This design comes from an exercise in tuning for small area on the open sky130 flow, not from production work. The RTL was checked by simulation tests, not by an equivalence proof against the original design.

--- flow/config.mk ---
export PLATFORM = sky130hd
export DESIGN_NAME = cordic
export DESIGN_NICKNAME = cordic
export VERILOG_FILES = /design/flow/design.v
export SDC_FILE = /design/flow/constraint.sdc
export NUM_CORES = 4
export LEC_CHECK = 0
export CAP_MARGIN = 20
export CORE_MARGIN = 2
export CORE_UTILIZATION = 40
export SLEW_MARGIN = 20
--- flow/design.v ---
`timescale 1ns / 1ps
`default_nettype none
module cordic #(
    parameter INPUT_DATA_WIDTH = 16,
    parameter ITERATIONS = 16
)(
    input wire i_clk,
    input wire i_resetn,
    input wire signed [INPUT_DATA_WIDTH - 1:0] i_xIn,
    input wire signed [INPUT_DATA_WIDTH - 1:0] i_yIn,
    input wire signed [31:0] i_angle,
    output reg signed [INPUT_DATA_WIDTH:0] o_xOut, 
    output reg signed [INPUT_DATA_WIDTH:0] o_yOut
);
localparam ANGLE_WIDTH = 32;  
reg signed [INPUT_DATA_WIDTH:0] r_x [ITERATIONS:0];
reg signed [INPUT_DATA_WIDTH:0] r_y [ITERATIONS:0];
reg signed [ANGLE_WIDTH - 1:0] r_angleErrors [ITERATIONS:0];
wire signed[30:0] w_cordicAngles [ANGLE_WIDTH - 1:0];
assign w_cordicAngles[00] = 32'b00100000000000000000000000000000;
assign w_cordicAngles[01] = 32'b00010010111001000000010100011110;
assign w_cordicAngles[02] = 32'b00001001111110110011100001011011;
assign w_cordicAngles[03] = 32'b00000101000100010001000111010100;
assign w_cordicAngles[04] = 32'b00000010100010110000110101000011;
assign w_cordicAngles[05] = 32'b00000001010001011101011111100001;
assign w_cordicAngles[06] = 32'b00000000101000101111011000011110;
assign w_cordicAngles[07] = 32'b00000000010100010111110001010101;
assign w_cordicAngles[08] = 32'b00000000001010001011111001010011;
assign w_cordicAngles[09] = 32'b00000000000101000101111100101111;
assign w_cordicAngles[10] = 32'b00000000000010100010111110011000;
assign w_cordicAngles[11] = 32'b00000000000001010001011111001100;
assign w_cordicAngles[12] = 32'b00000000000000101000101111100110;
assign w_cordicAngles[13] = 32'b00000000000000010100010111110011;
assign w_cordicAngles[14] = 32'b00000000000000001010001011111010;
assign w_cordicAngles[15] = 32'b00000000000000000101000101111101;
assign w_cordicAngles[16] = 32'b00000000000000000010100010111110;
assign w_cordicAngles[17] = 32'b00000000000000000001010001011111;
assign w_cordicAngles[18] = 32'b00000000000000000000101000110000;
assign w_cordicAngles[19] = 32'b00000000000000000000010100011000;
assign w_cordicAngles[20] = 32'b00000000000000000000001010001100;
assign w_cordicAngles[21] = 32'b00000000000000000000000101000110;
assign w_cordicAngles[22] = 32'b00000000000000000000000010100011;
assign w_cordicAngles[23] = 32'b00000000000000000000000001010001;
assign w_cordicAngles[24] = 32'b00000000000000000000000000101001;
assign w_cordicAngles[25] = 32'b00000000000000000000000000010100;
assign w_cordicAngles[26] = 32'b00000000000000000000000000001010;
assign w_cordicAngles[27] = 32'b00000000000000000000000000000101;
assign w_cordicAngles[28] = 32'b00000000000000000000000000000011;
assign w_cordicAngles[29] = 32'b00000000000000000000000000000001;
assign w_cordicAngles[30] = 32'b00000000000000000000000000000001;
always @(posedge i_clk or negedge i_resetn) begin
    if(~i_resetn) begin
        r_x[0] <= 0;
        r_y[0] <= 0;
        r_angleErrors[0] <= 0;
    end else begin
        case(i_angle[ANGLE_WIDTH - 1 -: 2])
            2'b00: begin
                r_x[0] <= i_xIn;
                r_y[0] <= i_yIn;
                r_angleErrors[0] <= i_angle;
            end
            2'b11: begin
                r_x[0] <= i_xIn;
                r_y[0] <= i_yIn;
                r_angleErrors[0] <= i_angle;
            end  
            2'b01: begin
                r_x[0] <= -i_yIn;
                r_y[0] <= i_xIn;
                r_angleErrors[0] <= {2'b00, i_angle[ANGLE_WIDTH - 3:0]};
            end
            2'b10: begin
                r_x[0] <= i_yIn;
                r_y[0] <= -i_xIn; 
                r_angleErrors[0] <= {2'b11, i_angle[ANGLE_WIDTH - 3:0]};
            end
        endcase
    end
end
genvar i;
generate
    for(i = 0; i < ITERATIONS; i = i + 1) begin
        always @(posedge i_clk) begin
            if(r_angleErrors[i] > 0) begin
                r_x[i+1] <= r_x[i] - (r_y[i] >>> i);
                r_y[i+1] <= r_y[i] + (r_x[i] >>> i);
                r_angleErrors[i+1] <= r_angleErrors[i] - w_cordicAngles[i];
            end else begin
                r_x[i+1] <= r_x[i] + (r_y[i] >>> i);
                r_y[i+1] <= r_y[i] - (r_x[i] >>> i);
                r_angleErrors[i+1] <= r_angleErrors[i] + w_cordicAngles[i];
            end
        end
    end
endgenerate
always @(posedge i_clk) begin
    o_xOut <= r_x[ITERATIONS];
    o_yOut <= r_y[ITERATIONS];
end
endmodule
--- flow/run.sh ---
#!/bin/bash
# synth_recipe.tcl (not shown) runs the flow's synth.tcl, then flattens the netlist and writes it again
# the make line also repeats each setting of config.mk as NAME=value (left out here)
make -C /OpenROAD-flow-scripts/flow DESIGN_CONFIG=/design/flow/config.mk WORK_HOME=/design/flow/orfs CLKGATE_MAP_FILE= SYNTH_SCRIPT=/design/flow/synth_recipe.tcl finish
--- flow/constraint.sdc ---
create_clock -name core_clock -period 5.5 [get_ports {i_clk}]
set_input_delay 1.1000 -clock core_clock [delete_from_list [all_inputs] [get_ports {i_clk}]]
set_output_delay 1.1000 -clock core_clock [all_outputs]
set_load 0.01 [all_outputs]
==> summary.txt <==
per-layer routing:
layer / GRT usage / vias to the layer above
met2: 0.327 / 869
met4: 0.0553 / 0
met3: 0.0219 / 257
met1: 0.215 / 28277
met5: 0 / -
li1: - / 31667
worst register-to-register path, cell delays in order (launching register included):
cell      delay (ns)
dfxtp_1         0.36
nor4_1          0.43
nand4_1         0.30
nor2_1          0.31
or2_2           0.18
inv_1           0.06
buf_4           0.21
fa_1            0.43
a21o_1          0.17
a21oi_1         0.27
o21a_1          0.18
o31ai_1         0.15
a311oi_1        0.52
o211ai_1        0.24
o41ai_2         0.40
o21ai_1         0.17
o41ai_1         0.35
xnor2_1         0.16
sequential cells by signal, indices dropped and copies added, names as in the netlist:
name           count
o_xOut            17
o_yOut            17
r_y              289
r_angleErrors    512
r_x              288
metrics by stage:
stage / hold slack (ns) / utilization / area [µm²] / worst slack, ns
2_1_floorplan: 0.310 / - / 75400 / 0.820
3_3_place_gp: 0.312 / 0.423 / 79200 / 0.627
3_5_place_dp: 0.312 / 0.423 / 79200 / 0.562
4_1_cts: 0.326 / 0.448 / 83900 / 0.394
5_1_grt: 0.329 / 0.448 / 83900 / 0.122
6_report: 0.324 / 0.448 / 83900 / 0.548
cell families (layout without fill, tap and decap cells):
group	after synthesis	after routing
flip-flops	1123	1123
multiplexers	42	42
AND/OR/NAND/NOR	2498	2498
adder cells (fa/ha/maj)	1004	1004
AO/OA/AOI/OAI	2291	2291
XOR/XNOR	1010	1010
buffers and inverters	796	1039
how the worst max path moves through the flow:
stage	endpoint	start	cells past startpoint	slack, ns
6_report	r_angleErrors[6][30]	r_angleErrors[5][0]	17	0.55
5_1_grt	r_angleErrors[8][30]	r_angleErrors[7][0]	16	0.12
4_1_cts	r_y[8][15]	r_angleErrors[7][0]	18	0.39
3_5_place_dp	r_y[8][15]	r_angleErrors[7][0]	18	0.56
3_3_place_gp	r_angleErrors[8][30]	r_angleErrors[7][0]	16	0.63
2_1_floorplan	r_angleErrors[2][30]	r_angleErrors[1][25]	19	0.82
cell type report:
| class | count | area share |
|---|---|---|
| tap | 2495 | 0.0372 |
| clock buffer | 178 | 0.0447 |
| clock inverter | 65 | 0.0105 |
| inverter | 648 | 0.0290 |
| multi-input combinational | 6845 | 0.590 |
| sequential | 1123 | 0.272 |
| timing repair buffer | 148 | 0.0161 |
synth_stat cells, drive strengths merged (70+ instances only):
master  instances  area, µm²
a211oi        108        811
a21o          252       1890
a21oi         635       3180
a31oi          70        453
and3          138        868
clkbuf        108        410
dfxtp        1057      21200
ha            954      11900
inv           642       2410
nand2         531       1990
nand2b         97        607
nand3         230       1160
nor2          616       2310
nor2b         104        651
nor3          239       1200
nor4          156       1020
o21a          110        826
o21ai         498       2500
o21bai         91        687
o31ai         110        836
or3           146        913
xnor2         753       6600
xor2          255       2230
timing repair:
action,in CTS,in global routing
gates resized for setup,0,1
endpoints found under the hold margin,0,0
endpoints found under the setup margin,0,1
==> qor.log <==
qor: worst_setup_path.path_cells nor4_1 -> nand4_1 -> nor2_1 -> or2_2 -> inv_1 -> buf_4 -> fa_1 -> a21o_1 -> a21oi_1 -> o21a_1 -> o31ai_1 -> a311oi_1 -> o211ai_1 -> o41ai_2 -> o21ai_1 -> o41ai_1 -> xnor2_1
qor: synthesis.synth_async_sr_flop_share 0.0588
qor: finish.n_fill_cell 18.5k
qor: grt.global_route_wire_length_before_repair 291 mm
qor: die.ios 100
qor: worst_setup_path.setup_crit_path_kind flop to flop
qor: sta.report.final.setup_viol 0
qor: drt.drtIter0Drc 2842
qor: sta.max_slew_headroom 0.366
qor: sta.fin_setup_tns 0 ns
qor: synthesis.ys_seq_elements 1123
qor: synthesis.synth-compound-area-share 0.197
qor: worst_setup_path.critical-path-max-stage-delay 0.51 ns
qor: synthesis.synth-edff-count 0
qor: finish.most_frequent_cells_in_the_layout dfxtp_1, ha_1, xnor2_1
qor: drt.detail_route.wirelength.met1 78.2 mm
qor: clock_tree.tritoncts_num_sinks 1123
qor: clock_tree.clk_latency 0.78 ns
qor: synthesis.synth.yosys.seq_area_share 0.303
qor: die.die_height 438 µm
qor: worst_setup_path.endpoint_kind flop
qor: clock_tree.clock-root-buffer clkbuf_16
qor: drt.ant_nets 0
qor: min_path.hold_depth 0
qor: finish.commonest_non_fill_non_tap_cell_in_the_layout dfxtp_1
qor: synthesis.synth-simple-area-share 0.165
qor: drt.drt_wl_total 175 mm
qor: finish.layout.cells.non_filler 11.5k
qor: worst_setup_path.critical_path_arrival 5.64 ns
qor: synthesis.synth_area_per_cell 8.60 µm²
qor: sta.slew_viol_final 0
qor: drt.drt_pass1_iterations 6
qor: min_path.hold_path_class flop to flop
qor: clock_tree.cts-htree-levels 4
qor: worst_setup_path.path_delay_family compound AO/OA/AOI/OAI gates
qor: placement.port_buffers 99
qor: clock_tree.cts_inserted_buffers 134
qor: run_status.outcome no timing/DRC/antenna violations
qor: finish.num-nets-final 9967
qor: synthesis.largest_family_of_logic_cells_by_synthesized_area compound AO/OA/AOI/OAI gates
qor: worst_setup_path.worst_r2r_endpoint r_angleErrors[6][30]
qor: sta.timing.final.crit_share 0.900
qor: finish.antenna_cells 0
qor: finish.drive_above_1_share 0.0405
qor: synthesis.post_synth_mux_area_share 0.00586
qor: worst_setup_path.reg2regPathDepth 17
qor: finish.final-seq-area 22800 µm²
qor: die.dieWidth 438 µm
qor: placement.gp_congestion 0.863
qor: die.design.die.area 192000 µm²
qor: clock_tree.post-cts-setup-buffer-count 0
qor: synthesis.synthCells 8764
qor: clock_tree.holdBufCountCts 0
qor: drt.viasPerCell 5.31
qor: drt.route.top_layer_used met4
qor: min_path.worst_min_delay_path_endpoint o_xOut[9]
qor: synthesis.mappedNetlistNets 9831
qor: drt.num_vias 61.1k
qor: sta.final_period_minus_worst_setup_slack 4.95 ns
qor: synthesis.yosys_warnings 4
qor: drt.drc 0
qor: grt.grtUsageTotal 0.179
qor: drt.met3_wirelength 5.19 mm
qor: sta.worstMarginPinSlew 0.950 ns
qor: synthesis.post_synth_num_cell_types 108
qor: grt.first_global_vias 59.8k
qor: worst_setup_path.cp_slowest_cell a311oi_1
qor: worst_setup_path.r2r_start r_angleErrors[5][0]
qor: clock_tree.cts_tree yes
qor: worst_setup_path.ff2ff_setup_slack 0.55 ns
qor: sta.final.setup_skew 0.0427 ns
qor: drt.wire_per_inst 15.2 µm
qor: synthesis.dominantRegCellSynth dfxtp_1
qor: clock_tree.worst_setup_hold_path_clk_slew 0.06 ns
qor: grt.grt-ovfl-total 0
qor: synthesis.syn_area 75400 µm²
qor: job.drv_cap 0
qor: die.floorplan.rows 159
qor: finish.layout-area-overhead-vs-synth 11.3%
qor: worst_setup_path.cp.buffers_inverters 2
qor: worst_setup_path.critPathLaunchType flop
qor: die.start_util 0.402
qor: sta.unrepaired_setup_endpoints_after_global_routing false
qor: synthesis.synth_fa_ha_area_frac 0.171
qor: placement.place.detailed.hpwl 140 mm
qor: sta.report.final.hold_viol_count 0
qor: sta.fmax 202 MHz
qor: grt.grt_start_max_net_pins 67
qor: worst_setup_path.worst-path-max-fanout 18
qor: grt.antenna_found_initial 0
qor: finish.multi_input_area 49500 µm²
qor: min_path.worst_hold_startpoint r_x[16][9]
qor: drt.met2_wirelength 87.2 mm
qor: worst_setup_path.worstPathRequired 6.19 ns
qor: synthesis.synthXorXnorAreaFrac 0.118
qor: placement.dpl.cell_count 11.3k
qor: die.coreArea 187000 µm²
qor: clock_tree.clockBufferDepth 3

re-timing with driven ports:
No port has a modelled driver above. Below, the same layout with a new extraction and two added sets of constraints.
Step 1 sets driving cells, clkbuf_16 on the clock port and buf_2 on the other inputs (assumed; they add their load-dependent delay and slew).
Step 2 also shifts input and output timing later by t, the mid clock arrival at the registers, as if the neighbouring blocks saw the same clock.
a / b / c = no drivers / after step 1 / after step 2; a / b = the first two.
t, ns: 0.841
setup slack, ns: 0.548 / 0.548 / 0.548
hold slack, ns: 0.324 / 0.324 / 0.324
clock arrival spread, ns: 0.043 / 0.043
worst slew at a driven data input, ns: 0.04
After both steps setup and hold are still met in this run. The setup slack of this run moves by 0.000 ns with the drivers and by 0.000 ns with both steps.
